What follows belongs to an exercise in optimizing a design on an open flow for small area; a production flow would make more cautious choices.
In this exercise RTL edits were held to simulation tests only and were not proved equivalent to the original.

## before
==> flow/design.v (excerpt) <==
module vga_top(
	input ClkPort,
	input BtnC,
	input BtnU,
	input BtnD,
	input BtnR,
	input BtnL,
	input MoveTick,  
	output hSync, vSync,
	output [3:0] vgaR, vgaG, vgaB,
	output An0, An1, An2, An3, An4, An5, An6, An7,
	output Ca, Cb, Cc, Cd, Ce, Cf, Cg, Dp,
	output MemOE, MemWR, RamCS, QuadSpiFlashCS
	);
For scale: ~1000 cells after synthesis, ~41 I/O pins, ~0.0087 mm2 of cells after synthesis.
==> flow/config.mk <==
export PLATFORM = sky130hd
export DESIGN_NAME = vga_top
export DESIGN_NICKNAME = vga_top
export VERILOG_FILES = /design/flow/design.v
export SDC_FILE = /design/flow/constraint.sdc
export NUM_CORES = 4
export LEC_CHECK = 0
export CAP_MARGIN = 20
export CORE_MARGIN = 2
export CORE_UTILIZATION = 40
export CTS_BUF_LIST = sky130_fd_sc_hd__clkbuf_8
export PLACE_DENSITY = 0.6
export SLEW_MARGIN = 20
==> flow/constraint.sdc <==
create_clock -name core_clock -period 12.0 [get_ports {ClkPort}]
set_input_delay 2.4000 -clock core_clock [delete_from_list [all_inputs] [get_ports {ClkPort}]]
set_output_delay 2.4000 -clock core_clock [all_outputs]
set_load 0.01 [all_outputs]
standard.sh (not shown) runs the stock make flow with config.mk's settings and CLKGATE_MAP_FILE= SYNTH_SCRIPT=/design/flow/synth_recipe.tcl, a recipe that flattens the netlist after the stock synthesis.
==> flow/flow/run.sh <==
#!/bin/bash
set -euo pipefail
export BUFFER_PORTS_ARGS="-buffer_cell sky130_fd_sc_hd__buf_1"
export CTS_ARGS="-sink_clustering_enable -repair_clock_nets -buf_list sky130_fd_sc_hd__clkbuf_8 -dont_use_dummy_load"
bash standard.sh > flow_make.log 2>&1
Input-level comparison between after and before:
diff --git a/flow/design.v b/flow/design.v
--- a/flow/design.v
+++ b/flow/design.v
@@ -153,67 +153,50 @@
 	wire [9:0] tp;
 	rca #(9) a_tp(.a(~nbx), .b(npx), .ci(1'b1), .s(tp[9:1]), .co());
 	assign tp[0] = 1'b0;
 	wire bar = (Y == 10'd462) && !ydir;
 	wire tp_neg = (tp >= 10'd974);    
 	wire tp_pos = (tp >= 10'd2) && (tp <= 10'd50);
 	wire tp_zero = (tp == 10'd0);
 	wire tp_fast = (tp >= 10'd974 && tp <= 10'd997) || (tp >= 10'd27 && tp <= 10'd50);
 	wire bar_hit = bar && (tp_neg || tp_pos || tp_zero);
 	wire moving = move && (Y <= 10'd475);
 	wire lost = !moving && (Y >= 10'd471);
 	wire restart = !moving && (Y >= 10'd472);
-	wire step = en && reg_down;
-	wire bx_dec = step && moving && (xdir == 2'd0) && ((xspd == 2'd2 && X >= 10'd152) || (xspd == 2'd1 && X >= 10'd150));
-	wire bx_inc = step && moving && (xdir == 2'd1) && ((xspd == 2'd2 && X <= 10'd772) || (xspd == 2'd1 && X <= 10'd774));
+	wire bx_dec = (xdir == 2'd0) && ((xspd == 2'd2 && X >= 10'd152) || (xspd == 2'd1 && X >= 10'd150));
+	wire bx_inc = (xdir == 2'd1) && ((xspd == 2'd2 && X <= 10'd772) || (xspd == 2'd1 && X <= 10'd774));
 	wire bx_two = (xspd == 2'd2);
-	wire [8:0] nbx_sum;
-	rca #(9) a_bx(.a(nbx), .b({{7{bx_inc}}, (bx_inc || bx_dec) && (bx_two || bx_inc), (bx_inc || bx_dec) && !bx_two}),
-		.ci(1'b0), .s(nbx_sum), .co());
-	wire by_mv = step && moving;
-	wire [8:0] nby_sum;
-	rca #(9) a_by(.a(nby), .b({{8{by_mv && !b5}}, by_mv}), .ci(1'b0), .s(nby_sum), .co());
-	wire px_r = step && right;
-	wire px_l = step && !right && left;
-	wire px_dn = (px_r && P <= 10'd728) || (px_l && P == 10'd198);  
-	wire px_up = (px_r && P == 10'd732) || (px_l && P >= 10'd202);  
-	wire px_two = (px_r && P <= 10'd728) || (px_l && P >= 10'd202);
-	wire [8:0] npx_sum;
-	rca #(9) a_px(.a(npx), .b({{7{px_dn}}, (px_dn || px_up) && (px_two || px_dn), (px_dn || px_up) && !px_two}),
-		.ci(1'b0), .s(npx_sum), .co());
+	wire [8:0] nbx_mv;
+	rca #(9) a_bx(.a(nbx), .b({{7{bx_inc}}, bx_two ? 2'b10 : {bx_inc, 1'b1}}), .ci(1'b0), .s(nbx_mv), .co());
+	wire [8:0] nby_mv;
+	rca #(9) a_by(.a(nby), .b({{8{!b5}}, 1'b1}), .ci(1'b0), .s(nby_mv), .co());
+	wire [8:0] npx_mv;
+	rca #(9) a_px(.a(npx), .b({{7{right}}, 2'b10}), .ci(1'b0), .s(npx_mv), .co());
 	always @(posedge clk, posedge rst)
 		if (rst) begin
 			reg_down <= 0;
 			move <= 0;
 		end else if (en && down)
 			reg_down <= 1;
 		else if (en && up && reg_down)
 			move <= 1;
 	always @(posedge clk, posedge rst)
 		if (rst) begin
-			npx <= ~9'd225;
-			nbx <= ~9'd225;
-			nby <= ~9'd228;
 			lives <= 4'd3;
-		end else begin
-			nbx <= (step && restart) ? ~9'd225 : nbx_sum;
-			nby <= (step && restart) ? ~9'd228 : nby_sum;
-			npx <= (step && restart && !right && !left) ? ~9'd225 : npx_sum;
-			lives <= lives + {4{step && lost}};
-		end
-	always @(posedge clk, posedge rst)
-		if (rst) begin
 			gw <= 10'h000;
 			gr <= 10'h000;
 			gb <= 10'h000;
+			npx <= ~9'd225;
+			nbx <= ~9'd225;
+			nby <= ~9'd228;
 			ydir <= 1;
 			xdir <= 2;
 			xspd <= 0;
 		end else if (en && reg_down) begin
 			gw <= gw_n;
 			gr <= gr_n;
 			gb <= gb_n;
 			if (bar) begin
 				if (tp_zero)
 					xspd <= 0;
 				else if (tp_fast)
 					xspd <= 2;
@@ -237,24 +220,41 @@
 					xdir <= 0;
 				else if (tp_pos)
 					xdir <= 1;
 			end
 			if (bar_hit)
 				ydir <= 1;
 			else if (y_top && b5)
 				ydir <= 0;
 			else if (restart)
 				ydir <= 1;
 			else
 				ydir <= b5;
+			if (moving) begin
+				nby <= nby_mv;
+				if (bx_dec || bx_inc)
+					nbx <= nbx_mv;
+			end else if (lost) begin
+				lives <= lives - 4'd1;
+				if (restart) begin
+					nbx <= ~9'd225;
+					nby <= ~9'd228;
+				end
+			end
+			if (right)
+				npx <= (P >= 10'd730) ? ~9'd365 : npx_mv;
+			else if (left)
+				npx <= (P <= 10'd200) ? ~9'd100 : npx_mv;
+			else if (restart)
+				npx <= ~9'd225;
 		end
 endmodule
 module rca #(parameter W = 9) (
 	input [W-1:0] a, b,
 	input ci,
 	output [W-1:0] s,
 	output co
 	);
 	wire [W:0] c;
 	assign c[0] = ci;
 	genvar k;
 	generate for (k = 0; k < W; k = k + 1) begin : bit_
## What came out
- Post-synthesis instance area of after exceeds that of before slightly.
- The run showing the greater register-to-register slack is after.
- The combined area of the multi-input logic cells on after is in line with that on before.
- | fraction of area in registers | lower: after |
- The core utilization on after is in line with that on before.
- | number of cells in the finished layout apart from fillers | after vs before | ≈ equal |
- In after the count of cell instances traversed by the critical path turned out 1 lower than in before.

[what the ideal ports hide]
In the flow no input, the clock included, has a driving cell. The finished layouts below were timed again as built, in two steps. Step 1 sets driving cells, clkbuf_16 on the clock port and buf_2 on the other inputs (assumed; they add their load-dependent delay and slew). Step 2 moves the port delays by t, midway between the first and last clock arrival at a register: inputs arrive t later, outputs are due t later. That takes back most of the time a late clock gives input paths. Slacks: ideal / step 1 / step 2; pairs: ideal / step 1.
run	t, ns	slack for setup (ns)	worst setup path at the end	latest minus earliest clock arrival (ns)	worst slew at a driven data input, ns
before	0.422	2.855 / 2.812 / 3.234	register to output	0.021 / 0.022	0.04
after	0.421	3.288 / 3.250 / 3.671	register to output	0.030 / 0.030	0.03
After both steps setup and hold are still met in every run listed.
